What follows belongs to an exercise in optimizing a design on an open flow for small area; a production flow would make more cautious choices.
Only simulation tests tie the RTL to the original design; equivalence was not proved.

**flow/flow/run.sh**
```bash
#!/bin/bash
# Layout flow: the standard synthesis, then the combinational logic of the
# synthesized netlist is re-mapped by ABC for area (registers, full/half adders and
# tie cells are kept as they are), then the standard layout from the netlist on.
set -euo pipefail
HERE=$(pwd)
RES=$HERE/orfs/results/$FLOW_PLATFORM/pid/base
LIB=$FLOW_HOME/platforms/$FLOW_PLATFORM/lib/sky130_fd_sc_hd__tt_025C_1v80.lib

# 1. standard synthesis up to the Yosys netlist
bash standard.sh "$RES/1_2_yosys.v" > synth.log 2>&1
cp "$RES/1_2_yosys.v" "$HERE/1_2_yosys_standard.v"

# 2. area re-mapping of the combinational logic
DONT_USE=""
for c in $(sed -n '/^export DONT_USE_CELLS/,/^$/p' "$FLOW_HOME/platforms/$FLOW_PLATFORM/config.mk" | grep -o 'sky130_fd_sc_hd__[a-z0-9_]*'); do
  DONT_USE="$DONT_USE -dont_use $c"
done
cat > remap.abc <<'A'
strash
&get -n
&deepsyn -T 120
&put
dch -f
amap
topo
A
cat > remap.ys <<Y
read_liberty -ignore_miss_func $LIB
blackbox sky130_fd_sc_hd__dfxtp_1 sky130_fd_sc_hd__fa_1 sky130_fd_sc_hd__ha_1 sky130_fd_sc_hd__conb_1
read_verilog $HERE/1_2_yosys_standard.v
hierarchy -top $FLOW_TOP
flatten
opt_clean
abc -liberty $LIB -script $HERE/remap.abc $DONT_USE
opt_clean -purge
read_liberty -lib -ignore_miss_func $LIB
splitnets
opt_clean -purge
hilomap -singleton -hicell sky130_fd_sc_hd__conb_1 HI -locell sky130_fd_sc_hd__conb_1 LO
insbuf -buf sky130_fd_sc_hd__buf_4 A X
check -assert
tee -o $HERE/remap_stat.txt stat -liberty $LIB
write_verilog -noattr -nohex -nodec $HERE/1_2_yosys_remap.v
Y
YOSYS=$FLOW_HOME/../tools/install/yosys/bin/yosys
if "$YOSYS" -s remap.ys > remap.log 2>&1 && [[ -s "$HERE/1_2_yosys_remap.v" ]]; then
  cp "$HERE/1_2_yosys_remap.v" "$RES/1_2_yosys.v"
  touch "$RES/1_2_yosys.v"
else
  echo "remap failed; keeping the standard netlist" >> remap.log
fi

# 3. standard layout from the re-mapped netlist
bash standard.sh finish > layout.log 2>&1
```
**flow/design.v**
```verilog
module csa_fa(input a, input b, input c, output s, output co);
  assign s = a ^ b ^ c;
  assign co = (a & b) | (a & c) | (b & c);
endmodule
module csa_ha(input a, input b, output s, output co);
  assign s = a ^ b;
  assign co = a & b;
endmodule
module rca #(parameter W = 8) (input [W-1:0] a, input [W-1:0] b, input ci, output [W-1:0] s);
  wire [W:0] c;
  assign c[0] = ci;
  genvar i;
  generate for (i = 0; i < W; i = i + 1) begin : g
    csa_fa f (a[i], b[i], c[i], s[i], c[i+1]);
  end endgenerate
endmodule
module seg_dec(input [3:0] d, output reg [6:0] o);
  always @(*)
    case (d)
      4'd0: o = 7'b0000001;
      4'd1: o = 7'b1001111;
      4'd2: o = 7'b0010010;
      4'd3: o = 7'b0000110;
      4'd4: o = 7'b1001100;
      4'd5: o = 7'b0100100;
      4'd6: o = 7'b0100000;
      4'd7: o = 7'b0001111;
      4'd8: o = 7'b0000000;
      default: o = 7'b0000100;
    endcase
endmodule
module pid_upd(input [27:0] s, input [11:0] k, input [14:0] xp, input [11:0] nk,
               input [11:0] tx, input tn, output [27:0] o);
  wire [27:0] ox;
  wire m1, m2; csa_fa u_m1 (~s[0], ~nk[0], ~tx[0], m1, m2);
  wire m3, m4; csa_fa u_m3 (~tn, ~(k[0] & xp[0]), m1, m3, m4);
  wire m5, m6; csa_fa u_m5 (~s[1], ~nk[1], ~tx[1], m5, m6);
  wire m7, m8; csa_fa u_m7 (~(k[0] & xp[1]), ~(k[1] & xp[0]), m2, m7, m8);
  wire m9, m10; csa_fa u_m9 (m5, m4, m7, m9, m10);
  wire m11, m12; csa_fa u_m11 (~s[2], ~nk[2], ~tx[2], m11, m12);
  wire m13, m14; csa_fa u_m13 (~(k[0] & xp[2]), ~(k[1] & xp[1]), ~(k[2] & xp[0]), m13, m14);
  wire m15, m16; csa_fa u_m15 (m6, m11, m8, m15, m16);
  wire m17, m18; csa_fa u_m17 (m13, m10, m15, m17, m18);
  wire m19, m20; csa_fa u_m19 (~s[3], ~nk[3], ~tx[3], m19, m20);
  wire m21, m22; csa_fa u_m21 (~(k[0] & xp[3]), ~(k[1] & xp[2]), ~(k[2] & xp[1]), m21, m22);
  wire m23, m24; csa_fa u_m23 (~(k[3] & xp[0]), m12, m19, m23, m24);
  wire m25, m26; csa_fa u_m25 (m14, m21, m23, m25, m26);
  wire m27, m28; csa_fa u_m27 (m16, m25, m18, m27, m28);
  wire m29, m30; csa_fa u_m29 (~s[4], ~nk[4], ~tx[4], m29, m30);
  wire m31, m32; csa_fa u_m31 (~(k[0] & xp[4]), ~(k[1] & xp[3]), ~(k[2] & xp[2]), m31, m32);
  wire m33, m34; csa_fa u_m33 (~(k[3] & xp[1]), ~(k[4] & xp[0]), m20, m33, m34);
  wire m35, m36; csa_fa u_m35 (m29, m22, m24, m35, m36);
  wire m37, m38; csa_fa u_m37 (m31, m33, m26, m37, m38);
  wire m39, m40; csa_fa u_m39 (m35, m37, m28, m39, m40);
  wire m41, m42; csa_fa u_m41 (~s[5], ~nk[5], ~tx[5], m41, m42);
  wire m43, m44; csa_fa u_m43 (~(k[0] & xp[5]), ~(k[1] & xp[4]), ~(k[2] & xp[3]), m43, m44);
  wire m45, m46; csa_fa u_m45 (~(k[3] & xp[2]), ~(k[4] & xp[1]), ~(k[5] & xp[0]), m45, m46);
  wire m47, m48; csa_fa u_m47 (m30, m41, m32, m47, m48);
  wire m49, m50; csa_fa u_m49 (m34, m43, m45, m49, m50);
  wire m51, m52; csa_fa u_m51 (m36, m47, m49, m51, m52);
  wire m53, m54; csa_fa u_m53 (m38, m51, m40, m53, m54);
  wire m55, m56; csa_fa u_m55 (~s[6], ~nk[6], ~tx[6], m55, m56);
  wire m57, m58; csa_fa u_m57 (~(k[0] & xp[6]), ~(k[1] & xp[5]), ~(k[2] & xp[4]), m57, m58);
  wire m59, m60; csa_fa u_m59 (~(k[3] & xp[3]), ~(k[4] & xp[2]), ~(k[5] & xp[1]), m59, m60);
  wire m61, m62; csa_fa u_m61 (~(k[6] & xp[0]), m42, m55, m61, m62);
  wire m63, m64; csa_fa u_m63 (m44, m46, m57, m63, m64);
  wire m65, m66; csa_fa u_m65 (m59, m61, m48, m65, m66);
  wire m67, m68; csa_fa u_m67 (m50, m63, m52, m67, m68);
  wire m69, m70; csa_fa u_m69 (m65, m67, m54, m69, m70);
  wire m71, m72; csa_fa u_m71 (~s[7], ~nk[7], ~tx[7], m71, m72);
  wire m73, m74; csa_fa u_m73 (~(k[0] & xp[7]), ~(k[1] & xp[6]), ~(k[2] & xp[5]), m73, m74);
  wire m75, m76; csa_fa u_m75 (~(k[3] & xp[4]), ~(k[4] & xp[3]), ~(k[5] & xp[2]), m75, m76);
  wire m77, m78; csa_fa u_m77 (~(k[6] & xp[1]), ~(k[7] & xp[0]), m56, m77, m78);
  wire m79, m80; csa_fa u_m79 (m71, m58, m60, m79, m80);
  wire m81, m82; csa_fa u_m81 (m62, m73, m75, m81, m82);
  wire m83, m84; csa_fa u_m83 (m77, m64, m79, m83, m84);
  wire m85, m86; csa_fa u_m85 (m81, m66, m83, m85, m86);
  wire m87, m88; csa_fa u_m87 (m68, m85, m70, m87, m88);
  wire m89, m90; csa_fa u_m89 (~s[8], ~nk[8], ~tx[8], m89, m90);
  wire m91, m92; csa_fa u_m91 (~(k[0] & xp[8]), ~(k[1] & xp[7]), ~(k[2] & xp[6]), m91, m92);
  wire m93, m94; csa_fa u_m93 (~(k[3] & xp[5]), ~(k[4] & xp[4]), ~(k[5] & xp[3]), m93, m94);
  wire m95, m96; csa_fa u_m95 (~(k[6] & xp[2]), ~(k[7] & xp[1]), ~(k[8] & xp[0]), m95, m96);
  wire m97, m98; csa_fa u_m97 (m72, m89, m74, m97, m98);
  wire m99, m100; csa_fa u_m99 (m76, m78, m91, m99, m100);
  wire m101, m102; csa_fa u_m101 (m93, m95, m80, m101, m102);
  wire m103, m104; csa_fa u_m103 (m82, m97, m99, m103, m104);
  wire m105, m106; csa_fa u_m105 (m84, m101, m103, m105, m106);
  wire m107, m108; csa_fa u_m107 (m86, m105, m88, m107, m108);
  wire m109, m110; csa_fa u_m109 (~s[9], ~nk[9], ~tx[9], m109, m110);
  wire m111, m112; csa_fa u_m111 (~(k[0] & xp[9]), ~(k[1] & xp[8]), ~(k[2] & xp[7]), m111, m112);
  wire m113, m114; csa_fa u_m113 (~(k[3] & xp[6]), ~(k[4] & xp[5]), ~(k[5] & xp[4]), m113, m114);
  wire m115, m116; csa_fa u_m115 (~(k[6] & xp[3]), ~(k[7] & xp[2]), ~(k[8] & xp[1]), m115, m116);
  wire m117, m118; csa_fa u_m117 (~(k[9] & xp[0]), m90, m109, m117, m118);
  wire m119, m120; csa_fa u_m119 (m92, m94, m96, m119, m120);
  wire m121, m122; csa_fa u_m121 (m111, m113, m115, m121, m122);
  wire m123, m124; csa_fa u_m123 (m117, m98, m100, m123, m124);
  wire m125, m126; csa_fa u_m125 (m119, m121, m102, m125, m126);
  wire m127, m128; csa_fa u_m127 (m104, m123, m106, m127, m128);
  wire m129, m130; csa_fa u_m129 (m125, m127, m108, m129, m130);
  wire m131, m132; csa_fa u_m131 (~s[10], ~nk[10], ~tx[10], m131, m132);
  wire m133, m134; csa_fa u_m133 (~(k[0] & xp[10]), ~(k[1] & xp[9]), ~(k[2] & xp[8]), m133, m134);
  wire m135, m136; csa_fa u_m135 (~(k[3] & xp[7]), ~(k[4] & xp[6]), ~(k[5] & xp[5]), m135, m136);
  wire m137, m138; csa_fa u_m137 (~(k[6] & xp[4]), ~(k[7] & xp[3]), ~(k[8] & xp[2]), m137, m138);
  wire m139, m140; csa_fa u_m139 (~(k[9] & xp[1]), ~(k[10] & xp[0]), m110, m139, m140);
  wire m141, m142; csa_fa u_m141 (m131, m112, m114, m141, m142);
  wire m143, m144; csa_fa u_m143 (m116, m118, m133, m143, m144);
  wire m145, m146; csa_fa u_m145 (m135, m137, m139, m145, m146);
  wire m147, m148; csa_fa u_m147 (m120, m122, m141, m147, m148);
  wire m149, m150; csa_fa u_m149 (m143, m145, m124, m149, m150);
  wire m151, m152; csa_fa u_m151 (m147, m126, m149, m151, m152);
  wire m153, m154; csa_fa u_m153 (m128, m151, m130, m153, m154);
  wire m155, m156; csa_fa u_m155 (~s[11], ~nk[11], ~tx[11], m155, m156);
  wire m157, m158; csa_fa u_m157 (~(k[0] & xp[11]), ~(k[1] & xp[10]), ~(k[2] & xp[9]), m157, m158);
  wire m159, m160; csa_fa u_m159 (~(k[3] & xp[8]), ~(k[4] & xp[7]), ~(k[5] & xp[6]), m159, m160);
  wire m161, m162; csa_fa u_m161 (~(k[6] & xp[5]), ~(k[7] & xp[4]), ~(k[8] & xp[3]), m161, m162);
  wire m163, m164; csa_fa u_m163 (~(k[9] & xp[2]), ~(k[10] & xp[1]), ~(k[11] & xp[0]), m163, m164);
  wire m165, m166; csa_fa u_m165 (m132, m155, m134, m165, m166);
  wire m167, m168; csa_fa u_m167 (m136, m138, m140, m167, m168);
  wire m169, m170; csa_fa u_m169 (m157, m159, m161, m169, m170);
  wire m171, m172; csa_fa u_m171 (m163, m142, m144, m171, m172);
  wire m173, m174; csa_fa u_m173 (m146, m165, m167, m173, m174);
  wire m175, m176; csa_fa u_m175 (m169, m148, m171, m175, m176);
  wire m177, m178; csa_fa u_m177 (m173, m150, m175, m177, m178);
  wire m179, m180; csa_fa u_m179 (m152, m177, m154, m179, m180);
  wire m181, m182; csa_ha u_m181 (~s[12], tn, m181, m182);
  wire m183, m184; csa_fa u_m183 (~(k[0] & xp[12]), ~(k[1] & xp[11]), ~(k[2] & xp[10]), m183, m184);
  wire m185, m186; csa_fa u_m185 (~(k[3] & xp[9]), ~(k[4] & xp[8]), ~(k[5] & xp[7]), m185, m186);
  wire m187, m188; csa_fa u_m187 (~(k[6] & xp[6]), ~(k[7] & xp[5]), ~(k[8] & xp[4]), m187, m188);
  wire m189, m190; csa_fa u_m189 (~(k[9] & xp[3]), ~(k[10] & xp[2]), ~(k[11] & xp[1]), m189, m190);
  wire m191, m192; csa_fa u_m191 (m156, m181, m158, m191, m192);
  wire m193, m194; csa_fa u_m193 (m160, m162, m164, m193, m194);
  wire m195, m196; csa_fa u_m195 (m183, m185, m187, m195, m196);
  wire m197, m198; csa_fa u_m197 (m189, m166, m168, m197, m198);
  wire m199, m200; csa_fa u_m199 (m170, m191, m193, m199, m200);
  wire m201, m202; csa_fa u_m201 (m195, m172, m174, m201, m202);
  wire m203, m204; csa_fa u_m203 (m197, m199, m176, m203, m204);
  wire m205, m206; csa_fa u_m205 (m201, m178, m203, m205, m206);
  wire m207 = ~(m205 ^ m180); wire m208 = m205 | m180;
  wire m209, m210; csa_ha u_m209 (~s[13], ~(k[0] & xp[13]), m209, m210);
  wire m211, m212; csa_fa u_m211 (~(k[1] & xp[12]), ~(k[2] & xp[11]), ~(k[3] & xp[10]), m211, m212);
  wire m213, m214; csa_fa u_m213 (~(k[4] & xp[9]), ~(k[5] & xp[8]), ~(k[6] & xp[7]), m213, m214);
  wire m215, m216; csa_fa u_m215 (~(k[7] & xp[6]), ~(k[8] & xp[5]), ~(k[9] & xp[4]), m215, m216);
  wire m217, m218; csa_fa u_m217 (~(k[10] & xp[3]), ~(k[11] & xp[2]), m182, m217, m218);
  wire m219, m220; csa_fa u_m219 (m184, m186, m188, m219, m220);
  wire m221, m222; csa_fa u_m221 (m190, m209, m211, m221, m222);
  wire m223, m224; csa_fa u_m223 (m213, m215, m217, m223, m224);
  wire m225, m226; csa_fa u_m225 (m192, m194, m196, m225, m226);
  wire m227, m228; csa_fa u_m227 (m219, m221, m223, m227, m228);
  wire m229, m230; csa_fa u_m229 (m198, m200, m225, m229, m230);
  wire m231, m232; csa_fa u_m231 (m227, m202, m229, m231, m232);
  wire m233, m234; csa_fa u_m233 (m204, m231, m206, m233, m234);
  wire m235 = ~(m233 ^ m208); wire m236 = m233 | m208;
  wire m237, m238; csa_fa u_m237 (~s[14], (k[0] & xp[14]), ~(k[1] & xp[13]), m237, m238);
  wire m239, m240; csa_fa u_m239 (~(k[2] & xp[12]), ~(k[3] & xp[11]), ~(k[4] & xp[10]), m239, m240);
  wire m241, m242; csa_fa u_m241 (~(k[5] & xp[9]), ~(k[6] & xp[8]), ~(k[7] & xp[7]), m241, m242);
  wire m243, m244; csa_fa u_m243 (~(k[8] & xp[6]), ~(k[9] & xp[5]), ~(k[10] & xp[4]), m243, m244);
  wire m245, m246; csa_fa u_m245 (~(k[11] & xp[3]), m210, m212, m245, m246);
  wire m247, m248; csa_fa u_m247 (m214, m216, m218, m247, m248);
  wire m249, m250; csa_fa u_m249 (m237, m239, m241, m249, m250);
  wire m251, m252; csa_fa u_m251 (m243, m220, m222, m251, m252);
  wire m253, m254; csa_fa u_m253 (m224, m245, m247, m253, m254);
  wire m255, m256; csa_fa u_m255 (m249, m226, m228, m255, m256);
  wire m257, m258; csa_fa u_m257 (m251, m253, m230, m257, m258);
  wire m259, m260; csa_fa u_m259 (m255, m232, m257, m259, m260);
  wire m261, m262; csa_fa u_m261 (m259, m234, m236, m261, m262);
  wire m263, m264; csa_fa u_m263 (~s[15], (k[1] & xp[14]), ~(k[2] & xp[13]), m263, m264);
  wire m265, m266; csa_fa u_m265 (~(k[3] & xp[12]), ~(k[4] & xp[11]), ~(k[5] & xp[10]), m265, m266);
  wire m267, m268; csa_fa u_m267 (~(k[6] & xp[9]), ~(k[7] & xp[8]), ~(k[8] & xp[7]), m267, m268);
  wire m269, m270; csa_fa u_m269 (~(k[9] & xp[6]), ~(k[10] & xp[5]), ~(k[11] & xp[4]), m269, m270);
  wire m271, m272; csa_fa u_m271 (m238, m240, m242, m271, m272);
  wire m273, m274; csa_fa u_m273 (m244, m263, m265, m273, m274);
  wire m275, m276; csa_fa u_m275 (m267, m269, m246, m275, m276);
  wire m277, m278; csa_fa u_m277 (m248, m250, m271, m277, m278);
  wire m279, m280; csa_fa u_m279 (m273, m252, m254, m279, m280);
  wire m281, m282; csa_fa u_m281 (m275, m277, m256, m281, m282);
  wire m283, m284; csa_fa u_m283 (m279, m258, m281, m283, m284);
  wire m285, m286; csa_fa u_m285 (m260, m283, m262, m285, m286);
  wire m287, m288; csa_fa u_m287 (~s[16], (k[2] & xp[14]), ~(k[3] & xp[13]), m287, m288);
  wire m289, m290; csa_fa u_m289 (~(k[4] & xp[12]), ~(k[5] & xp[11]), ~(k[6] & xp[10]), m289, m290);
  wire m291, m292; csa_fa u_m291 (~(k[7] & xp[9]), ~(k[8] & xp[8]), ~(k[9] & xp[7]), m291, m292);
  wire m293, m294; csa_fa u_m293 (~(k[10] & xp[6]), ~(k[11] & xp[5]), m264, m293, m294);
  wire m295, m296; csa_fa u_m295 (m266, m268, m270, m295, m296);
  wire m297, m298; csa_fa u_m297 (m287, m289, m291, m297, m298);
  wire m299, m300; csa_fa u_m299 (m272, m274, m293, m299, m300);
  wire m301, m302; csa_fa u_m301 (m295, m297, m276, m301, m302);
  wire m303, m304; csa_fa u_m303 (m278, m299, m280, m303, m304);
  wire m305, m306; csa_fa u_m305 (m301, m282, m303, m305, m306);
  wire m307, m308; csa_fa u_m307 (m284, m305, m286, m307, m308);
  wire m309, m310; csa_fa u_m309 (~s[17], (k[3] & xp[14]), ~(k[4] & xp[13]), m309, m310);
  wire m311, m312; csa_fa u_m311 (~(k[5] & xp[12]), ~(k[6] & xp[11]), ~(k[7] & xp[10]), m311, m312);
  wire m313, m314; csa_fa u_m313 (~(k[8] & xp[9]), ~(k[9] & xp[8]), ~(k[10] & xp[7]), m313, m314);
  wire m315, m316; csa_fa u_m315 (~(k[11] & xp[6]), m288, m290, m315, m316);
  wire m317, m318; csa_fa u_m317 (m292, m309, m311, m317, m318);
  wire m319, m320; csa_fa u_m319 (m313, m294, m296, m319, m320);
  wire m321, m322; csa_fa u_m321 (m298, m315, m317, m321, m322);
  wire m323, m324; csa_fa u_m323 (m300, m319, m321, m323, m324);
  wire m325, m326; csa_fa u_m325 (m302, m323, m304, m325, m326);
  wire m327, m328; csa_fa u_m327 (m306, m325, m308, m327, m328);
  wire m329, m330; csa_fa u_m329 (~s[18], (k[4] & xp[14]), ~(k[5] & xp[13]), m329, m330);
  wire m331, m332; csa_fa u_m331 (~(k[6] & xp[12]), ~(k[7] & xp[11]), ~(k[8] & xp[10]), m331, m332);
  wire m333, m334; csa_fa u_m333 (~(k[9] & xp[9]), ~(k[10] & xp[8]), ~(k[11] & xp[7]), m333, m334);
  wire m335, m336; csa_fa u_m335 (m310, m312, m314, m335, m336);
  wire m337, m338; csa_fa u_m337 (m329, m331, m333, m337, m338);
  wire m339, m340; csa_fa u_m339 (m316, m318, m335, m339, m340);
  wire m341, m342; csa_fa u_m341 (m337, m320, m322, m341, m342);
  wire m343, m344; csa_fa u_m343 (m339, m324, m341, m343, m344);
  wire m345, m346; csa_fa u_m345 (m343, m326, m328, m345, m346);
  wire m347, m348; csa_fa u_m347 (~s[19], (k[5] & xp[14]), ~(k[6] & xp[13]), m347, m348);
  wire m349, m350; csa_fa u_m349 (~(k[7] & xp[12]), ~(k[8] & xp[11]), ~(k[9] & xp[10]), m349, m350);
  wire m351, m352; csa_fa u_m351 (~(k[10] & xp[9]), ~(k[11] & xp[8]), m330, m351, m352);
  wire m353, m354; csa_fa u_m353 (m332, m334, m347, m353, m354);
  wire m355, m356; csa_fa u_m355 (m349, m336, m338, m355, m356);
  wire m357, m358; csa_fa u_m357 (m351, m353, m340, m357, m358);
  wire m359, m360; csa_fa u_m359 (m355, m342, m357, m359, m360);
  wire m361, m362; csa_fa u_m361 (m344, m359, m346, m361, m362);
  wire m363, m364; csa_fa u_m363 (~s[20], (k[6] & xp[14]), ~(k[7] & xp[13]), m363, m364);
  wire m365, m366; csa_fa u_m365 (~(k[8] & xp[12]), ~(k[9] & xp[11]), ~(k[10] & xp[10]), m365, m366);
  wire m367, m368; csa_fa u_m367 (~(k[11] & xp[9]), m348, m350, m367, m368);
  wire m369, m370; csa_fa u_m369 (m363, m365, m352, m369, m370);
  wire m371, m372; csa_fa u_m371 (m354, m367, m356, m371, m372);
  wire m373, m374; csa_fa u_m373 (m369, m358, m371, m373, m374);
  wire m375, m376; csa_fa u_m375 (m360, m373, m362, m375, m376);
  wire m377, m378; csa_fa u_m377 (~s[21], (k[7] & xp[14]), ~(k[8] & xp[13]), m377, m378);
  wire m379, m380; csa_fa u_m379 (~(k[9] & xp[12]), ~(k[10] & xp[11]), ~(k[11] & xp[10]), m379, m380);
  wire m381, m382; csa_fa u_m381 (m364, m366, m377, m381, m382);
  wire m383, m384; csa_fa u_m383 (m379, m368, m381, m383, m384);
  wire m385, m386; csa_fa u_m385 (m370, m383, m372, m385, m386);
  wire m387, m388; csa_fa u_m387 (m374, m385, m376, m387, m388);
  wire m389, m390; csa_fa u_m389 (~s[22], (k[8] & xp[14]), ~(k[9] & xp[13]), m389, m390);
  wire m391, m392; csa_fa u_m391 (~(k[10] & xp[12]), ~(k[11] & xp[11]), m378, m391, m392);
  wire m393, m394; csa_fa u_m393 (m380, m389, m382, m393, m394);
  wire m395, m396; csa_fa u_m395 (m391, m384, m393, m395, m396);
  wire m397, m398; csa_fa u_m397 (m395, m386, m388, m397, m398);
  wire m399, m400; csa_fa u_m399 (~s[23], (k[9] & xp[14]), ~(k[10] & xp[13]), m399, m400);
  wire m401, m402; csa_fa u_m401 (~(k[11] & xp[12]), m390, m399, m401, m402);
  wire m403, m404; csa_fa u_m403 (m392, m401, m394, m403, m404);
  wire m405, m406; csa_fa u_m405 (m396, m403, m398, m405, m406);
  wire m407, m408; csa_fa u_m407 (~s[24], (k[10] & xp[14]), ~(k[11] & xp[13]), m407, m408);
  wire m409, m410; csa_fa u_m409 (m400, m407, m402, m409, m410);
  wire m411, m412; csa_fa u_m411 (m409, m404, m406, m411, m412);
  wire m413, m414; csa_fa u_m413 (~s[25], (k[11] & xp[14]), m408, m413, m414);
  wire m415, m416; csa_fa u_m415 (m413, m410, m412, m415, m416);
  wire m417, m418; csa_ha u_m417 (~s[26], m414, m417, m418);
  wire m419 = ~(m417 ^ m416); wire m420 = m417 | m416;
  wire m421, m422; csa_ha u_m421 (~s[27], m418, m421, m422);
  wire m423 = ~(m421 ^ m420); wire m424 = m421 | m420;
  assign ox = {m423, m419, m415, m411, m405, m397, m387, m375, m361, m345, m327, m307, m285, m261, m235, m207, m179, m153, m129, m107, m87, m69, m53, m39, m27, m17, m9, m3};
  assign o = ~ox;
endmodule
module pid (
	input clk,
	input res,
	input c_active,
	input kp_active,
	input ki_active,
	input kd_active,
	input inc_up,
	input inc_dn,
	input motor_rot_pulse,
	output disp_rs,
	output disp_rw,
	output disp_en,
	output display_on,
	output [7:0]disp_data,
	output [6:0]seg7_k,
	output [6:0]seg7_eq,
	output [6:0]seg7_thousands,
	output [6:0]seg7_hundreds,
	output [6:0]seg7_tens,
	output [6:0]seg7_ones,
	output velocity_command_pulse,
	output [15:0]command_speed_out
);
  function [4:0] bcd_step(input [3:0] d, input up);
    begin
      if (up) bcd_step = (d == 4'd9) ? {1'b1, 4'd0} : {1'b0, d + 4'd1};
      else    bcd_step = (d == 4'd0) ? {1'b1, 4'd9} : {1'b0, d - 4'd1};
    end
  endfunction
  reg [4:0] ui_cnt;
  wire ui_tick = (ui_cnt == 5'd15);
  reg [2:0] lc;
  reg lp;
  wire lcd_tick = lc[2] & ~lp;
  reg [9:0] lrc;
  reg lrp;
  reg [7:0] win;
  wire win_end = (win == 8'd0) & (lc == 3'd0) & ~lp;
  reg [13:0] pq;
  reg [2:0] pr;
  wire pq_end = pq[13] & pq[10] & pq[9] & pq[8] & pq[4];
  always @(posedge clk) begin
    if (!res) begin
      ui_cnt <= 5'd0;
      lc <= 3'd0; lp <= 1'b0;
      lrc <= 10'd0; lrp <= 1'b0;
      win <= 8'd0;
      pq <= 14'd0; pr <= 3'd0;
    end else begin
      ui_cnt <= ui_cnt + 5'd1;
      if (lc[2]) begin lc <= 3'd0; lp <= ~lp; end
      else lc <= lc + 3'd1;
      if (lrc == 10'd0) begin lrc <= 10'd1000; lrp <= ~lrp; end
      else lrc <= lrc - 10'd1;
      if (lc[2] & lp) win <= (win == 8'd199) ? 8'd0 : win + 8'd1;
      if (pq_end) begin pq <= 14'd0; pr <= 3'd0; end
      else if (pr[2]) begin pr <= 3'd0; pq <= pq + 14'd1; end
      else pr <= pr + 3'd1;
    end
  end
  reg [3:0] act;                   
  reg [15:0] ucs;                  
  reg [11:0] kp, ki, kd;           
  reg [13:0] ucs_b;                
  wire up = ~inc_up & inc_dn;
  wire dn = inc_up & ~inc_dn;
  wire selc = (act == 4'b1000);
  wire selp = (act == 4'b0100);
  wire seli = (act == 4'b0010);
  wire seld = (act == 4'b0001);
  wire step = ui_tick & (up | dn);
  wire [11:0] ksel = selp ? kp : seli ? ki : kd;
  wire [4:0] k0 = bcd_step(ksel[3:0], up);
  wire [4:0] k1 = bcd_step(ksel[7:4], up);
  wire [4:0] k2 = bcd_step(ksel[11:8], up);
  wire [11:0] knext = {k0[4] & k1[4] ? k2[3:0] : ksel[11:8],
                       k0[4] ? k1[3:0] : ksel[7:4], k0[3:0]};
  wire [4:0] u0 = bcd_step(ucs[3:0], up);
  wire [4:0] u1 = bcd_step(ucs[7:4], up);
  wire [4:0] u2 = bcd_step(ucs[11:8], up);
  wire [4:0] u3 = bcd_step(ucs[15:12], up);
  wire [15:0] unext = {u0[4] & u1[4] & u2[4] ? u3[3:0] : ucs[15:12],
                       u0[4] & u1[4] ? u2[3:0] : ucs[11:8],
                       u0[4] ? u1[3:0] : ucs[7:4], u0[3:0]};
  wire [13:0] ucs_bn = up ? ((ucs_b == 14'd9999) ? 14'd0 : ucs_b + 14'd1)
                          : ((ucs_b == 14'd0) ? 14'd9999 : ucs_b - 14'd1);
  reg [11:0] kold;
  reg [1:0] ktag;                  
  reg [9:0] kpb, kib, kdb;
  wire [9:0] kb = selp ? kpb : seli ? kib : kdb;
  wire [9:0] kbn = up ? ((kb == 10'd999) ? 10'd0 : kb + 10'd1)
                      : ((kb == 10'd0) ? 10'd999 : kb - 10'd1);
  wire ucs_wrap = up ? (ucs_b == 14'd9999) : (ucs_b == 14'd0);
  wire ki_wrap = up ? (kib == 10'd999) : (kib == 10'd0);
  reg uev, uup, uwr, kev, kup, kwr;
  always @(posedge clk) begin
    if (!res) begin
      act <= 4'd0;
      ucs <= 16'h1000; ucs_b <= 14'd1000;
      kp <= 12'd0; ki <= 12'd0; kd <= 12'd0;
      kold <= 12'd0; ktag <= 2'd0;
      kpb <= 10'd0; kib <= 10'd0; kdb <= 10'd0;
      uev <= 1'b0; uup <= 1'b0; uwr <= 1'b0; kev <= 1'b0; kup <= 1'b0; kwr <= 1'b0;
    end else begin
      if (ui_tick) begin
        uev <= step & selc; uup <= up; uwr <= ucs_wrap;
        kev <= step & seli; kup <= up; kwr <= ki_wrap;
        act <= {c_active, kp_active, ki_active, kd_active};
        ktag <= 2'd0;
        if (step & selc) begin ucs <= unext; ucs_b <= ucs_bn; end
        if (step & (selp | seli | seld)) begin
          kold <= ksel;
          ktag <= selp ? 2'd1 : seli ? 2'd2 : 2'd3;
        end
        if (step & selp) begin kp <= knext; kpb <= kbn; end
        if (step & seli) begin ki <= knext; kib <= kbn; end
        if (step & seld) begin kd <= knext; kdb <= kbn; end
      end
    end
  end
  reg last_pulse;
  reg [9:0] pcq;                   
  reg [9:0] fb;                    
  reg [10:0] dl;                   
  wire [10:0] dln;
  rca #(11) sub_f (.a({1'b0, fb}), .b(~{1'b0, pcq}), .ci(1'b1), .s(dln));
  always @(posedge clk) begin
    last_pulse <= motor_rot_pulse;
    if (!res) begin
      pcq <= 10'd0; fb <= 10'd0; dl <= 11'd0;
    end else if (win_end) begin
      fb <= pcq; pcq <= 10'd0; dl <= dln;
    end else if (~last_pulse & motor_rot_pulse)
      pcq <= pcq + 10'd1;
  end
  reg [15:0] cmd, prv;
  wire P16 = (ui_cnt == 5'd16);
  wire P17 = (ui_cnt == 5'd17);
  wire P18 = (ui_cnt == 5'd18);
  wire P19 = (ui_cnt == 5'd19);
  wire P20 = (ui_cnt == 5'd20);
  wire wz = (win == 8'd0) & ~lp;
  wire W1 = wz & (lc == 3'd1);
  wire W2 = wz & (lc == 3'd2);
  wire W3 = wz & (lc == 3'd3);
  wire [11:0] kpi, ks1, m, dik;
  rca #(12) add_k0 (.a({2'b00, kpb}), .b({2'b00, kib}), .ci(1'b0), .s(kpi));
  rca #(12) add_k1 (.a(kpi), .b({2'b00, kdb}), .ci(1'b0), .s(ks1));           
  rca #(12) add_m  (.a({2'b00, kpb}), .b({1'b0, kdb, 1'b0}), .ci(1'b0), .s(m));  
  rca #(12) sub_ik (.a({2'b00, kib}), .b(~{2'b00, kdb}), .ci(1'b1), .s(dik));   
  wire [14:0] e;                   
  rca #(15) sub_e (.a({1'b0, ucs_b}), .b(~{5'd0, fb}), .ci(1'b1), .s(e));
  wire mk = P16 & kev;
  wire mf = P20 & uev & uwr;
  wire [11:0] K = W1 ? ks1 : W2 ? m : W3 ? {2'b00, kdb} :
                  mk ? (kwr ? 12'd999 : 12'd1) : mf ? {2'b00, kib} : 12'd0;
  wire [14:0] X = (W1 | W2 | W3) ? {{4{dl[10]}}, dl} : mk ? e : 15'd10000;
  wire neg = W2 | (mk & ~(kup ^ kwr)) | (mf & uup);
  wire [14:0] Xp = X ^ {15{neg}};
  wire [11:0] NK = K & {12{neg}};
  wire [11:0] Kt = ~uev ? 12'd0 : P16 ? ks1 : P17 ? m : P18 ? {2'b00, kdb} : 12'd0;
  wire tneg = uev & (P16 | P17 | P18) & (~uup ^ P17);
  wire [11:0] TX = Kt ^ {12{tneg}};
  reg [27:0] S;
  wire [27:0] Sn;
  pid_upd upd (.s(S), .k(K), .xp(Xp), .nk(NK), .tx(TX), .tn(tneg), .o(Sn));
  wire hact = uev & uwr;
  wire [12:0] Hs = ~hact ? 13'd0 : P17 ? {1'b0, ks1} : P18 ? {dik[11], dik} :
                   (P19 | P20) ? {3'b000, kib} : 13'd0;
  wire hneg = hact & uup;
  wire sgn = S[27];
  wire [26:0] am = S[26:0] ^ {27{sgn}};
  reg [13:0] quo;
  reg [10:0] rr;
  reg [11:0] bw;
  reg ge;
  integer i, j;
  localparam [10:0] D625 = 11'd625;
  always @(*) begin
    rr = 11'd0;
    quo = 14'd0;
    for (i = 22; i >= 0; i = i - 1) begin
      rr = {rr[9:0], am[i + 4]};
      bw[0] = 1'b0;
      for (j = 0; j < 11; j = j + 1)
        bw[j+1] = D625[j] ? (~rr[j] | bw[j]) : (~rr[j] & bw[j]);
      ge = ~bw[11];
      for (j = 0; j < 11; j = j + 1)
        rr[j] = rr[j] ^ (ge & (D625[j] ^ bw[j]));
      if (i < 14) quo[i] = ge;
    end
  end
  wire [14:0] qf = {sgn, quo ^ {14{sgn}}};
  wire rem_nz = sgn ? ~((rr[9:0] == 10'd624) & (&am[3:0])) : ((|rr[9:0]) | (|am[3:0]));
  wire [14:0] y;
  rca #(15) add_h (.a(qf), .b({{2{Hs[12]}}, Hs} ^ {15{hneg}}), .ci(hneg), .s(y));
  wire [15:0] cmdn;
  rca #(16) add_c (.a(prv), .b({y[14], y}), .ci(y[14] & rem_nz), .s(cmdn));
  always @(posedge clk) begin
    if (!res) begin
      S <= 28'd0;
      cmd <= 16'd0; prv <= 16'd0;
    end else begin
      S <= Sn;
      prv <= cmd;
      cmd <= cmdn;
    end
  end
  assign command_speed_out = cmd;
  assign velocity_command_pulse = ({2'b00, pq} < cmd);
  wire anysel = selc | selp | seli | seld;
  wire [15:0] dsel = selc ? ucs : {4'd0, selp ? kp : seli ? ki : kd};
  wire [6:0] s3, s2, s1, s0;
  seg_dec dec3 (dsel[15:12], s3);
  seg_dec dec2 (dsel[11:8], s2);
  seg_dec dec1 (dsel[7:4], s1);
  seg_dec dec0 (dsel[3:0], s0);
  assign seg7_thousands = anysel ? s3 : 7'b1111111;
  assign seg7_hundreds  = anysel ? s2 : 7'b1111111;
  assign seg7_tens      = anysel ? s1 : 7'b1111111;
  assign seg7_ones      = anysel ? s0 : 7'b1111111;
  assign seg7_k  = selc ? 7'b0110001 : selp ? 7'b0011000 : seli ? 7'b1111001 :
                   seld ? 7'b1000010 : 7'b1111111;
  assign seg7_eq = anysel ? 7'b1110110 : 7'b1111111;
  reg [5:0] idx;
  reg [1:0] st;                    
  always @(posedge clk) begin
    if (!res || !lrp) begin
      idx <= 6'd0; st <= 2'd0;
    end else if (lcd_tick) begin
      case (st)
        2'd0: begin idx <= 6'd0; st <= 2'd1; end
        2'd1: st <= (idx[5] & idx[2] & idx[0]) ? 2'd3 : 2'd2;
        2'd2: begin idx <= idx + 6'd1; st <= 2'd1; end
        default: st <= 2'd3;
      endcase
    end
  end
  assign disp_en = (st == 2'd2);
  assign disp_rw = 1'b0;
  assign display_on = 1'b1;
  reg [15:0] vcmd;
  reg [9:0] vfb;
  always @(posedge clk) begin
    if (!res) begin
      vcmd <= 16'd0; vfb <= 10'd0;
    end else if (ui_tick) begin
      vcmd <= cmd; vfb <= fb;
    end
  end
  wire vsel_fb = idx[5];           
  wire vneg = ~vsel_fb & vcmd[15];
  wire [15:0] vval = vsel_fb ? {6'd0, vfb} : vcmd;
  wire [15:0] vmag = (vval ^ {16{vneg}}) + {15'd0, vneg};
  function [3:0] add3(input [3:0] d);
    begin
      add3[3] = d[3] | (d[2] & (d[1] | d[0]));
      add3[2] = (d[2] & ~d[1] & ~d[0]) | (d[3] & d[0]);
      add3[1] = (~d[2] & d[1]) | (d[1] & d[0]) | (d[3] & ~d[0]);
      add3[0] = (~d[3] & ~d[2] & d[0]) | (d[2] & d[1] & ~d[0]) | (d[3] & ~d[0]);
    end
  endfunction
  reg [35:0] z;
  integer bi;
  always @(*) begin
    z = {20'd0, vmag};
    for (bi = 0; bi < 16; bi = bi + 1) begin
      z[19:16] = add3(z[19:16]);
      z[23:20] = add3(z[23:20]);
      z[27:24] = add3(z[27:24]);
      z[31:28] = add3(z[31:28]);
      z = z << 1;
    end
  end
  wire [3:0] thou4 = {z[32], 3'b000} + {1'b0, z[33:32], 1'b0} + z[31:28];  
  wire [3:0] vdig = (idx == 6'd15 || idx == 6'd32) ? thou4 :
                    (idx == 6'd16 || idx == 6'd33) ? z[27:24] :
                    (idx == 6'd17 || idx == 6'd34) ? z[23:20] : z[19:16];
  wire [3:0] vdig_s = vneg ? (4'd0 - vdig) : vdig;
  wire [7:0] vchar = (vdig_s <= 4'd9) ? {4'h3, vdig_s} : 8'd3;
  wire [11:0] kpl = (ktag == 2'd1) ? kold : kp;
  wire [11:0] kil = (ktag == 2'd2) ? kold : ki;
  wire [11:0] kdl = (ktag == 2'd3) ? kold : kd;
  reg [8:0] lcd_out;
  always @(*) begin
    case (idx)
      6'd0: lcd_out = {1'b0, 8'b0011_1000};
      6'd1: lcd_out = {1'b0, 8'b0000_0110};
      6'd2: lcd_out = {1'b0, 8'b0000_0001};
      6'd3: lcd_out = {1'b1, "K"};
      6'd4: lcd_out = {1'b1, "p"};
      6'd5: lcd_out = {1'b1, " "};
      6'd6: lcd_out = {1'b1, " "};
      6'd7: lcd_out = {1'b1, "K"};
      6'd8: lcd_out = {1'b1, "i"};
      6'd9: lcd_out = {1'b1, " "};
      6'd10: lcd_out = {1'b1, " "};
      6'd11: lcd_out = {1'b1, "K"};
      6'd12: lcd_out = {1'b1, "d"};
      6'd13: lcd_out = {1'b1, " "};
      6'd14: lcd_out = {1'b1, " "};
      6'd15, 6'd16, 6'd17, 6'd18: lcd_out = {1'b1, vchar};
      6'd19: lcd_out = {1'b0, 8'b1100_0000};
      6'd20: lcd_out = {1'b1, 4'h3, kpl[11:8]};
      6'd21: lcd_out = {1'b1, 4'h3, kpl[7:4]};
      6'd22: lcd_out = {1'b1, 4'h3, kpl[3:0]};
      6'd23: lcd_out = {1'b1, " "};
      6'd24: lcd_out = {1'b1, 4'h3, kil[11:8]};
      6'd25: lcd_out = {1'b1, 4'h3, kil[7:4]};
      6'd26: lcd_out = {1'b1, 4'h3, kil[3:0]};
      6'd27: lcd_out = {1'b1, " "};
      6'd28: lcd_out = {1'b1, 4'h3, kdl[11:8]};
      6'd29: lcd_out = {1'b1, 4'h3, kdl[7:4]};
      6'd30: lcd_out = {1'b1, 4'h3, kdl[3:0]};
      6'd31: lcd_out = {1'b1, " "};
      6'd32, 6'd33, 6'd34, 6'd35: lcd_out = {1'b1, vchar};
      default: lcd_out = {1'b0, 8'b1000_0000};
    endcase
  end
  assign disp_rs = lcd_out[8];
  assign disp_data = lcd_out[7:0];
endmodule
```
**flow/config.mk**
```make
export PLATFORM = sky130hd
export DESIGN_NAME = pid
export DESIGN_NICKNAME = pid
export VERILOG_FILES = /design/flow/design.v
export SDC_FILE = /design/flow/constraint.sdc
export NUM_CORES = 4
export LEC_CHECK = 0
export ABC_AREA = 1
export ABC_CLOCK_PERIOD_IN_PS = 60000
export CAP_MARGIN = 20
export CORE_MARGIN = 2
export CORE_UTILIZATION = 40
export SLEW_MARGIN = 20
export SYNTH_HIERARCHICAL = 1
```
**flow/constraint.sdc**
```tcl
create_clock -name core_clock -period 60.0 [get_ports {clk}]
set_input_delay 12.0000 -clock core_clock [delete_from_list [all_inputs] [get_ports {clk}]]
set_output_delay 12.0000 -clock core_clock [all_outputs]
set_load 0.01 [all_outputs]
```
**flow/standard.sh**
```bash
#!/bin/bash
# synth_recipe.tcl (not shown) runs the flow's synth.tcl, then flattens the netlist and writes it again
# the make line also repeats each setting of config.mk as NAME=value (left out here)
make -C /OpenROAD-flow-scripts/flow DESIGN_CONFIG=/design/flow/config.mk WORK_HOME=/design/flow/orfs CLKGATE_MAP_FILE= SYNTH_SCRIPT=/design/flow/synth_recipe.tcl "${@:-finish}"
```
==> impl_results.md, run 1 <==
* Synth Warn # at 8
* Slew Limit Fails at 0
* Worst hold slack at 0.4230 ns
* # hold bufs at CTS at 0
* PortBufs at 72
* Clk slew on worst S/H paths at 0.06 ns
* Final nets at 3850
* CTS resizes at 0
* Fmax at 0.02654 GHz
* GRT Residual Overflow at 0
* Minimum clock period at 37.67 ns
* Initial antenna violation count at 0
* # clock sinks at 290
* DPL Wire Length at 59720 um
* Largest net degree at the start of global routing at 67
* Die W at 260.2 um
* CTS tree: yes
* Final core occ at 0.4597
* RSZ-0062 raised after global routing: no
* DRT iter0 DRCs at 2041
* Commonest non-fill, non-tap cells in the layout: 519 x nor2_1, 465 x clkinv_1, 310 x fa_1
* # diodes at 0
* Layout area overhead at 13.25%
* Final Hold Viols at 0
* Vias at 23814
* Crit Path Max Fanout at 37
* Drt drc at 0
* Row count at 93
* Final TNS setup at 0 ns
* Setup Viol. Count Final at 0
* Period Utilization, post-route at 0.6279
* Routed wire per std cell at 17.74 um
* IO Count at 80
* Register area at 5806 um^2
* Vias in the first global route at 23246
* Worst clock skew at 0.02599 ns
* H-tree depth at 2
* CP endpoint kind: flip-flop
* Crit Path Category: flip-flop to flip-flop
* Core area at 64700 um^2
* Mean Syn Cell Area at 7.997 um^2
* Initial core utilization at 0.4059
* Status: no timing/DRC/antenna violations
* Max-cap viol count at 0
* Fill count at 6452
* Antenna Nets Post-Route at 0
* Vias per cell at 5.496
* Hold Path Class: flip-flop to flip-flop
* Critical Path RT at 60.42 ns
* CP most frequent cell: fa_1
* # Post-CTS Setup Buffers at 0
* Synthesized instance count at 3284
* Layout cell share with drive strength beyond 1 at 0.03565
* RD Place Congestion at 0.8970
* Die Height at 260.2 um
* Synth Cell Area at 26260 um^2
* Relative slew slack at 0.2452
* Worst path slowest cell: a211oi_1
* Crit path arrival time at 38.09 ns
* Critical Path Max Stage Delay at 0.68 ns
* Die Area at 67720 um^2
* GRT Util Overall at 0.2299
* Max Buffers Root-to-Sink at 3
* Skew-Pair Late Insertion Delay at 0.58 ns
* CTS buffer count at 38
* Place WS at 22.93 ns
* Area of the multi-input gates at 18640 um^2
* Most common cell after layout, fill and taps aside: nor2_1
* Crit start category: flip-flop
* Measured slew at the worst slew-check pin at 1.132 ns
* Root Driver: clkbuf_16
* Final WL at 76860 um
* First drt pass iteration count at 7
* Post-route setup slack at 22.33 ns
* First-pass GRT wire length at 125400 um
-- metal layers --
layer | share of wire | vias up | GRT usage
met1 | 0.47 | 11174 | 0.3259
met2 | 0.44 | 721 | 0.3644
met5 | 0 | - | 0
met4 | 0.029 | 0 | 0.07175
met3 | 0.055 | 129 | 0.02963
li1 | - | 11790 | -
-- critical path: cells and delay by family, from the launching register on --
kind / cells / cell delay, ns
and+or+nand+nor: 56 / 10.04
adders and majority gates: 34 / 13.09
DFF: 1 / 0.31
AOI/OAI and AO/OA: 36 / 10.32
buffers and inverters: 19 / 3.75
-- cell type report --
cell class | instances | area share
Sequential cell | 290 | 0.1952
Inverter | 466 | 0.05885
Clock buffer | 50 | 0.03584
Tap cell | 855 | 0.03597
Timing Repair Buffer | 126 | 0.03778
Multi-Input combinational cell | 2527 | 0.6269
Clock inverter | 19 | 0.009507
-- final timing paths --
path                             from      end  slack, ns  cells past startpoint
worst max-delay path            S[27]  cmd[15]      22.33                    145
worst min-delay path            pr[0]    pr[0]       0.42                      1
worst max register to register  S[27]  cmd[15]      22.33                    145
worst min register to register  pr[0]    pr[0]       0.42                      1
-- through the flow --
step                      area (um^2)  cells
final                           29740   4333
after global routing            29740   4333
after CTS                       29730   4331
after detailed placement        28380   4262
after global placement          28380   4262
after floorplan                 26390   3317
-- state kept, by name, indices dropped and copies added (netlist names), 11 cells and up --
name   cells
kp        12
kd        12
pq        14
ki        12
kold      12
cmd       16
S         28
dl        11
ucs_b     14
ucs       16
vcmd      16
prv       16
==> inputs of run 2 (changes only) <==
--- a/flow/design.v
+++ b/flow/design.v
@@ -15,22 +15,16 @@
   end endgenerate
 endmodule
-module seg_dec(input [3:0] d, output reg [6:0] o);
-  always @(*)
-    case (d)
-      4'd0: o = 7'b0000001;
-      4'd1: o = 7'b1001111;
-      4'd2: o = 7'b0010010;
-      4'd3: o = 7'b0000110;
-      4'd4: o = 7'b1001100;
-      4'd5: o = 7'b0100100;
-      4'd6: o = 7'b0100000;
-      4'd7: o = 7'b0001111;
-      4'd8: o = 7'b0000000;
-      default: o = 7'b0000100;
-    endcase
+module seg_dec(input [3:0] d, output [6:0] o);
+  assign o[6] = (~d[3] & ~d[2] & ~d[1] & d[0]) | (d[2] & ~d[1] & ~d[0]);
+  assign o[5] = (d[2] & ~d[1] & d[0]) | (d[2] & d[1] & ~d[0]);
+  assign o[4] = ~d[2] & d[1] & ~d[0];
+  assign o[3] = (~d[3] & ~d[2] & ~d[1] & d[0]) | (d[2] & ~d[1] & ~d[0]) | (d[2] & d[1] & d[0]);
+  assign o[2] = (d[2] & ~d[1]) | d[0];
+  assign o[1] = (~d[3] & ~d[2] & d[0]) | (~d[2] & d[1]) | (d[1] & d[0]);
+  assign o[0] = (~d[3] & ~d[2] & ~d[1]) | (d[2] & d[1] & d[0]);
 endmodule
-module pid_upd(input [27:0] s, input [11:0] k, input [14:0] xp, input [11:0] nk,
-               input [11:0] tx, input tn, output [27:0] o);
-  wire [27:0] ox;
+module pid_upd(input [26:0] s, input [11:0] k, input [14:0] xp, input [11:0] nk,
+               input [11:0] tx, input tn, output [26:0] o);
+  wire [26:0] ox;
   wire m1, m2; csa_fa u_m1 (~s[0], ~nk[0], ~tx[0], m1, m2);
   wire m3, m4; csa_fa u_m3 (~tn, ~(k[0] & xp[0]), m1, m3, m4);
@@ -243,7 +237,5 @@
   wire m417, m418; csa_ha u_m417 (~s[26], m414, m417, m418);
   wire m419 = ~(m417 ^ m416); wire m420 = m417 | m416;
-  wire m421, m422; csa_ha u_m421 (~s[27], m418, m421, m422);
-  wire m423 = ~(m421 ^ m420); wire m424 = m421 | m420;
-  assign ox = {m423, m419, m415, m411, m405, m397, m387, m375, m361, m345, m327, m307, m285, m261, m235, m207, m179, m153, m129, m107, m87, m69, m53, m39, m27, m17, m9, m3};
+  assign ox = {m419, m415, m411, m405, m397, m387, m375, m361, m345, m327, m307, m285, m261, m235, m207, m179, m153, m129, m107, m87, m69, m53, m39, m27, m17, m9, m3};
   assign o = ~ox;
 endmodule
@@ -312,5 +304,4 @@
   reg [15:0] ucs;                  
   reg [11:0] kp, ki, kd;           
-  reg [13:0] ucs_b;                
   wire up = ~inc_up & inc_dn;
   wire dn = inc_up & ~inc_dn;
@@ -333,6 +324,4 @@
                        u0[4] & u1[4] ? u2[3:0] : ucs[11:8],
                        u0[4] ? u1[3:0] : ucs[7:4], u0[3:0]};
-  wire [13:0] ucs_bn = up ? ((ucs_b == 14'd9999) ? 14'd0 : ucs_b + 14'd1)
-                          : ((ucs_b == 14'd0) ? 14'd9999 : ucs_b - 14'd1);
   reg [11:0] kold;
   reg [1:0] ktag;                  
@@ -341,5 +330,5 @@
   wire [9:0] kbn = up ? ((kb == 10'd999) ? 10'd0 : kb + 10'd1)
                       : ((kb == 10'd0) ? 10'd999 : kb - 10'd1);
-  wire ucs_wrap = up ? (ucs_b == 14'd9999) : (ucs_b == 14'd0);
+  wire ucs_wrap = up ? (ucs == 16'h9999) : (ucs == 16'h0000);
   wire ki_wrap = up ? (kib == 10'd999) : (kib == 10'd0);
   reg uev, uup, uwr, kev, kup, kwr;
@@ -347,5 +336,5 @@
     if (!res) begin
       act <= 4'd0;
-      ucs <= 16'h1000; ucs_b <= 14'd1000;
+      ucs <= 16'h1000;
       kp <= 12'd0; ki <= 12'd0; kd <= 12'd0;
       kold <= 12'd0; ktag <= 2'd0;
@@ -358,5 +347,5 @@
         act <= {c_active, kp_active, ki_active, kd_active};
         ktag <= 2'd0;
-        if (step & selc) begin ucs <= unext; ucs_b <= ucs_bn; end
+        if (step & selc) ucs <= unext;
         if (step & (selp | seli | seld)) begin
           kold <= ksel;
@@ -394,11 +383,14 @@
   wire W2 = wz & (lc == 3'd2);
   wire W3 = wz & (lc == 3'd3);
-  wire [11:0] kpi, ks1, m, dik;
-  rca #(12) add_k0 (.a({2'b00, kpb}), .b({2'b00, kib}), .ci(1'b0), .s(kpi));
-  rca #(12) add_k1 (.a(kpi), .b({2'b00, kdb}), .ci(1'b0), .s(ks1));           
-  rca #(12) add_m  (.a({2'b00, kpb}), .b({1'b0, kdb, 1'b0}), .ci(1'b0), .s(m));  
+  wire [11:0] kpd, ks1, m, dik;
+  rca #(12) add_k0 (.a({2'b00, kpb}), .b({2'b00, kdb}), .ci(1'b0), .s(kpd));     
+  rca #(12) add_k1 (.a(kpd), .b({2'b00, kib}), .ci(1'b0), .s(ks1));             
+  rca #(12) add_m  (.a(kpd), .b({2'b00, kdb}), .ci(1'b0), .s(m));               
   rca #(12) sub_ik (.a({2'b00, kib}), .b(~{2'b00, kdb}), .ci(1'b1), .s(dik));   
-  wire [14:0] e;                   
-  rca #(15) sub_e (.a({1'b0, ucs_b}), .b(~{5'd0, fb}), .ci(1'b1), .s(e));
+  reg [14:0] e;
+  wire [14:0] de = win_end ? {{4{dln[10]}}, dln} :
+                   (step & selc) ? (ucs_wrap ? (up ? -15'sd9999 : 15'sd9999) : (up ? 15'sd1 : -15'sd1)) : 15'd0;
+  wire [14:0] en;
+  rca #(15) add_e (.a(e), .b(de), .ci(1'b0), .s(en));
   wire mk = P16 & kev;
   wire mf = P20 & uev & uwr;
@@ -412,6 +404,6 @@
   wire tneg = uev & (P16 | P17 | P18) & (~uup ^ P17);
   wire [11:0] TX = Kt ^ {12{tneg}};
-  reg [27:0] S;
-  wire [27:0] Sn;
+  reg [26:0] S;
+  wire [26:0] Sn;
   pid_upd upd (.s(S), .k(K), .xp(Xp), .nk(NK), .tx(TX), .tn(tneg), .o(Sn));
   wire hact = uev & uwr;
@@ -419,7 +411,7 @@
                    (P19 | P20) ? {3'b000, kib} : 13'd0;
   wire hneg = hact & uup;
-  wire sgn = S[27];
-  wire [26:0] am = S[26:0] ^ {27{sgn}};
-  reg [13:0] quo;
+  wire sgn = S[26];
+  wire [25:0] am = S[25:0] ^ {26{sgn}};
+  reg [12:0] quo;
   reg [10:0] rr;
   reg [11:0] bw;
@@ -429,6 +421,6 @@
   always @(*) begin
     rr = 11'd0;
-    quo = 14'd0;
-    for (i = 22; i >= 0; i = i - 1) begin
+    quo = 13'd0;
+    for (i = 21; i >= 0; i = i - 1) begin
       rr = {rr[9:0], am[i + 4]};
       bw[0] = 1'b0;
@@ -438,8 +430,8 @@
       for (j = 0; j < 11; j = j + 1)
         rr[j] = rr[j] ^ (ge & (D625[j] ^ bw[j]));
-      if (i < 14) quo[i] = ge;
+      if (i < 13) quo[i] = ge;
     end
   end
-  wire [14:0] qf = {sgn, quo ^ {14{sgn}}};
+  wire [14:0] qf = {sgn, sgn, quo ^ {13{sgn}}};
   wire rem_nz = sgn ? ~((rr[9:0] == 10'd624) & (&am[3:0])) : ((|rr[9:0]) | (|am[3:0]));
   wire [14:0] y;
@@ -449,8 +441,8 @@
   always @(posedge clk) begin
     if (!res) begin
-      S <= 28'd0;
+      S <= 27'd0; e <= 15'd1000;
       cmd <= 16'd0; prv <= 16'd0;
     end else begin
-      S <= Sn;
+      S <= Sn; e <= en;
       prv <= cmd;
       cmd <= cmdn;
==> run 2 against run 1 <==
Net effect: clock-buffer cell count rose by 2; register-to-register slack better by 1.2 ns; utilization is 0.54 points lower; critical path type unchanged; highest routed layer unchanged; maximum frequency increased by 3.3%.
==> impl_results.md, run 2 <==
* Status: no timing/DRC/antenna violations
* RD Place Congestion at 0.9429
* CTS resizes at 0
* Vias per cell at 5.444
* Crit start category: flip-flop
* Final Hold Viols at 0
* Final WL at 71620 um
* Slew Limit Fails at 0
* Final TNS setup at 0 ns
* Final nets at 3621
* Clk slew on worst S/H paths at 0.06 ns
* # diodes at 0
* Synthesized instance count at 3102
* Max Buffers Root-to-Sink at 3
* Worst clock skew at 0.01426 ns
* Hold Path Class: flip-flop to flip-flop
* Area of the multi-input gates at 17580 um^2
* Die Height at 255.0 um
* RSZ-0062 raised after global routing: no
* DPL Wire Length at 55940 um
* DP Cell Count at 4051
* Drt drc at 0
* Routed wire per std cell at 17.40 um
* IO Count at 80
* First drt pass iteration count at 6
* Period Utilization, post-route at 0.6077
* Measured slew at the worst slew-check pin at 1.055 ns
* CP most frequent cell: fa_1
* Synth Warn # at 7
* # clock sinks at 290
* Critical Path RT at 60.42 ns
* PortBufs at 72
* Placed Area at 27180 um^2
* GRT Util Overall at 0.2232
* Initial antenna violation count at 0
* Worst path slowest cell: fa_1
* # hold bufs at CTS at 0
* Vias in the first global route at 21213
* CTS buffer count at 37
* Mean Syn Cell Area at 8.123 um^2
* Critical Path Max Stage Delay at 0.57 ns
* Antenna Nets Post-Route at 0
* Initial core utilization at 0.4024
* GRT Residual Overflow at 0
* Fill count at 6293
* Core area at 62620 um^2
* Max-cap viol count at 0
* Crit path arrival time at 36.88 ns
* Most flop-heavy register: S
* Final std cells w/o fill at 4116
* Minimum clock period at 36.46 ns
* Row count at 92
* Die Area at 65010 um^2
* # Post-CTS Setup Buffers at 0
* Synth Cell Area at 25200 um^2
* Fin area at 28450 um^2
* Die W at 255.0 um
* Crit Path Max Fanout at 37
* Layout area overhead at 12.92%
* Relative slew slack at 0.2965
* Largest net degree at the start of global routing at 68
* Setup Viol. Count Final at 0
* CTS tree: yes
* Crit Path Category: flip-flop to flip-flop
* Layout cell share with drive strength beyond 1 at 0.03242
* Root Driver: clkbuf_16
* DRT iter0 DRCs at 1569
* Register area at 5806 um^2
* CP endpoint kind: flip-flop
* Vias at 22408
* Skew-Pair Late Insertion Delay at 0.55 ns
* Commonest non-fill, non-tap cells in the layout: 497 x nor2_1, 455 x clkinv_1, 310 x fa_1
* Max reg flops at 27
* H-tree depth at 2
* Final core occ at 0.4543
* Fmax at 0.02743 GHz
* First-pass GRT wire length at 115600 um
* Most common cell after layout, fill and taps aside: nor2_1
-- run 2: cell types whose count changed in the layout (fill, tap and decap cells not counted), sizes merged, moves of 14 or more --
cell,previous run,this run
a211oi,45,31
a21oi,149,166
a31oi,49,18
clkinv,475,461
ha,82,58
nand2,232,175
nor2,519,497
o21ai,236,194
or2,170,196
-- run 2: cell type report --
type	count	area share
Clock buffer	52	0.03844
Tap cell	846	0.03721
Clock inverter	13	0.006113
Inverter	456	0.06025
Multi-Input combinational cell	2347	0.6181
Timing Repair Buffer	112	0.03589
Sequential cell	290	0.2041
-- run 2: path summary, 6_finish.rpt --
path	slack [ns]	from	cells past startpoint	endpoint
setup reg to reg	23.54	S[26]	140	cmd[15]
hold reg to reg	0.41	pr[0]	1	pr[0]
setup / recovery	23.54	S[26]	140	cmd[15]
hold / removal	0.41	pr[0]	1	pr[0]
-- run 2: metrics by stage --
| stage | worst slack (ns) | hold slack, ns |
|---|---|---|
| finish | 23.54 | 0.4141 |
| global route | 19.79 | 0.4438 |
| CTS | 23.57 | 0.4221 |
| detailed placement | 23.69 | 0.4139 |
| global placement | 24.44 | 0.4119 |
| floorplan | 27.09 | 0.3958 |
-- run 2: worst max-delay path, delay by kind of cell (launching register included) --
family / cells / cell delay [ns]
AOI/OAI and AO/OA: 30 / 7.64
DFF: 1 / 0.31
adders and majority gates: 34 / 13.08
buffers and inverters: 17 / 3.87
and+or+nand+nor: 59 / 11.45
-- run 2: per-layer routing --
metal / wire length, um / vias to the layer above / global-route usage
li1: - / 11053 / -
met1: 34010 / 10725 / 0.3229
met2: 32560 / 558 / 0.3558
met3: 4029 / 72 / 0.03234
met4: 1016 / 0 / 0.04311
met5: 0 / - / 0
==> inputs of run 3 (changes only) <==
==> flow/flow/run.sh (replaced) <==
#!/bin/bash
# Layout flow: the standard synthesis; the combinational logic of the synthesized
# netlist is then re-mapped by ABC for area (registers, full/half adders and tie cells
# are kept as they are); then the standard layout from the netlist on, with the
# ports buffered by the smallest buffer and a clock tree of small buffers without
# dummy loads. Each tool's output goes to its own log here.
set -euo pipefail
HERE=$(pwd)
RES=$HERE/orfs/results/$FLOW_PLATFORM/pid/base
LIB=$FLOW_HOME/platforms/$FLOW_PLATFORM/lib/sky130_fd_sc_hd__tt_025C_1v80.lib
YOSYS=$FLOW_HOME/../tools/install/yosys/bin/yosys

# 1. standard synthesis up to the Yosys netlist
bash standard.sh "$RES/1_2_yosys.v" > synth.log 2>&1
cp "$RES/1_2_yosys.v" "$HERE/1_2_yosys_standard.v"

# 2. area re-mapping of the combinational logic
DONT_USE=""
for c in $(sed -n '/^export DONT_USE_CELLS/,/^$/p' "$FLOW_HOME/platforms/$FLOW_PLATFORM/config.mk" | grep -o 'sky130_fd_sc_hd__[a-z0-9_]*'); do
  DONT_USE="$DONT_USE -dont_use $c"
done
cat > remap.abc <<'A'
strash
&get -n
&deepsyn -T 120
&put
dch -f
amap
topo
A
cat > remap.ys <<Y
read_liberty -ignore_miss_func $LIB
blackbox sky130_fd_sc_hd__*df* sky130_fd_sc_hd__*dl* sky130_fd_sc_hd__*sdf* sky130_fd_sc_hd__fa_* sky130_fd_sc_hd__ha_* sky130_fd_sc_hd__conb_*
read_verilog $HERE/1_2_yosys_standard.v
hierarchy -top $FLOW_TOP
flatten
opt_clean
abc -liberty $LIB -script $HERE/remap.abc $DONT_USE
opt_clean -purge
read_liberty -lib -ignore_miss_func $LIB
splitnets
opt_clean -purge
hilomap -singleton -hicell sky130_fd_sc_hd__conb_1 HI -locell sky130_fd_sc_hd__conb_1 LO
insbuf -buf sky130_fd_sc_hd__buf_1 A X
check -assert
select -assert-none t:\$*
tee -o $HERE/remap_stat.txt stat -liberty $LIB
write_verilog -noattr -nohex -nodec $HERE/1_2_yosys_remap.v
Y
# keep the re-mapped netlist only if it has the same registers (names and cell types)
regs() { grep -oE '^ *sky130_fd_sc_hd__[a-z0-9_]*(df|dl)[a-z0-9_]* +[^ ]+' "$1" | sed 's/^ *//' | sort; }
if "$YOSYS" -s remap.ys > remap.log 2>&1 && [[ -s "$HERE/1_2_yosys_remap.v" ]] \
   && [[ "$(regs "$HERE/1_2_yosys_standard.v")" == "$(regs "$HERE/1_2_yosys_remap.v")" ]]; then
  cp "$HERE/1_2_yosys_remap.v" "$RES/1_2_yosys.v"
  touch "$RES/1_2_yosys.v"
  echo "re-mapped netlist in use" >> remap.log
else
  echo "re-mapping failed or changed the registers; keeping the standard netlist" >> remap.log
fi

# 3. standard layout from the netlist
export BUFFER_PORTS_ARGS="-buffer_cell sky130_fd_sc_hd__buf_1"
export CTS_ARGS="-sink_clustering_enable -repair_clock_nets -dont_use_dummy_load -buf_list sky130_fd_sc_hd__clkbuf_4"
bash standard.sh finish > layout.log 2>&1
==> run 3 against run 2 <==
Net effect: hold slack gained 0.0051 ns; routed wire length decreased by 0.76%; non-clock buffer count grew 5.
==> impl_results.md, run 3 <==
* Row count at 91
* Drt drc at 0
* Die W at 254.6 um
* Critical Path Max Stage Delay at 0.55 ns
* Crit path arrival time at 36.91 ns
* Minimum clock period at 36.27 ns
* Antenna Nets Post-Route at 0
* Routed wire per std cell at 17.19 um
* PortBufs at 72
* CTS tree: yes
* Core area at 61940 um^2
* IO Count at 80
* Max Buffers Root-to-Sink at 3
* Place WS at 23.73 ns
* First drt pass iteration count at 6
* Final Hold Viols at 0
* DPL Wire Length at 55790 um
* GRT Residual Overflow at 0
* Area of the multi-input gates at 17570 um^2
* WL met1 at 33050 um
* Final WL at 71080 um
* Initial core utilization at 0.4054
* Max Used Layer: met5
* Hold Path Class: flip-flop to flip-flop
* Register area at 5806 um^2
* RD Place Congestion at 0.9192
* H-tree depth at 3
* Synthesized instance count at 3102
* # hold bufs at CTS at 0
* Mean Syn Cell Area at 8.095 um^2
* Fmax at 0.02757 GHz
* Fill count at 6288
* Worst hold slack at 0.4191 ns
* Root Driver: clkbuf_4
* CTS buffer count at 87
* GRT Util Overall at 0.2234
* Synth Warn # at 7
* Crit Path Category: flip-flop to flip-flop
* Layout area overhead at 9.138%
* Max-cap viol count at 0
* Status: no timing/DRC/antenna violations
* Synth Cell Area at 25110 um^2
* Final nets at 3676
* Die Height at 254.6 um
* Clk slew on worst S/H paths at 0.05 ns
* Measured slew at the worst slew-check pin at 0.9932 ns
* # clock sinks at 290
* # Post-CTS Setup Buffers at 0
* Post-route setup slack at 23.73 ns
* CP endpoint kind: flip-flop
* Final TNS setup at 0 ns
* Relative slew slack at 0.3339
* Vias at 22511
* Period Utilization, post-route at 0.6045
* Worst clock skew at 0.1743 ns
* Vias in the first global route at 21646
* Slew Limit Fails at 0
* Vias per cell at 5.444
* Final std cells w/o fill at 4135
* CTS resizes at 0
* Die Area at 64800 um^2
* Commonest non-fill, non-tap cells in the layout: 497 x nor2_1, 455 x clkinv_1, 310 x fa_1
* Crit start category: flip-flop
* RSZ-0062 raised after global routing: no
* Final core occ at 0.4424
* Worst path slowest cell: fa_1
* DP Cell Count at 4047
* Metal2 WL at 31960 um
* Routed length on met3 at 4736 um
* CP most frequent cell: fa_1
* Setup Viol. Count Final at 0
* Max reg flops at 27
* Layout cell share with drive strength beyond 1 at 0.04125
* First-pass GRT wire length at 115000 um
* Critical Path RT at 60.64 ns
* Skew-Pair Late Insertion Delay at 0.88 ns
* Largest net degree at the start of global routing at 52
* Most flop-heavy register: S
* Crit Path Max Fanout at 37
* Initial antenna violation count at 3
* DRT iter0 DRCs at 1647
* Most common cell after layout, fill and taps aside: nor2_1
[run 3: through the flow]
| step | cell area, um^2 |
|---|---|
| floorplan | 25200 |
| global placement | 26750 |
| detailed placement | 26750 |
| CTS | 27400 |
| global route | 27410 |
| finish | 27410 |
[run 3: critical path: cells and delay by family, from the launching register on]
family                     cells  cell delay, ns
buffers and inverters         18            4.01
and+or+nand+nor               56           10.91
AOI/OAI and AO/OA             31            7.88
DFF                            1            0.30
adders and majority gates     34           13.07
[run 3: worst paths after layout]
check	start	depth (start not counted)	slack [ns]	end
worst max-delay path	S[26]	139	23.73	cmd[15]
worst min-delay path	pr[0]	1	0.42	pr[0]
worst max register to register	S[26]	139	23.73	cmd[15]
worst min register to register	pr[0]	1	0.42	pr[0]
[run 3: final cells by class]
class / count / share of cell area
Clock buffer: 87 / 0.02383
Antenna cell: 1 / 0.00009131
Inverter: 456 / 0.06255
Timing Repair Buffer: 117 / 0.02219
Multi-Input combinational cell: 2347 / 0.6413
Tap cell: 837 / 0.03821
Sequential cell: 290 / 0.2118
[run 3: layer usage]
metal  vias up  global-route usage
li1      11147                   -
met4         4             0.05698
met3       105             0.04603
met1     10633              0.3092
met2       622              0.3565
met5         -                   0

==> port drivers added, routing unchanged <==
The results above use ideal ports. As a check the final layouts listed here were re-extracted and re-timed, cells and wires unchanged. Step 1, drivers: a clkbuf_16 drives clk and a buf_2 each remaining input, both assumed. Step 2 also shifts input and output timing later by t, the mid clock arrival at the registers, as if the neighbouring blocks saw the same clock. Three values: no drivers, after step 1, after step 2; two values: the first two.
run | t (ns) | setup WS [ns] | hold WS [ns] | cell pins on the clock port's net
run 1 | 0.624 | 22.327 / 22.327 / 22.327 | 0.423 / 0.423 / 0.423 | 1
run 2 | 0.609 | 23.537 / 23.537 / 23.537 | 0.414 / 0.414 / 0.414 | 1
run 3 | 0.855 | 23.732 / 23.732 / 23.732 | 0.419 / 0.419 / 0.419 | 1
After both steps every run listed still meets setup and hold.
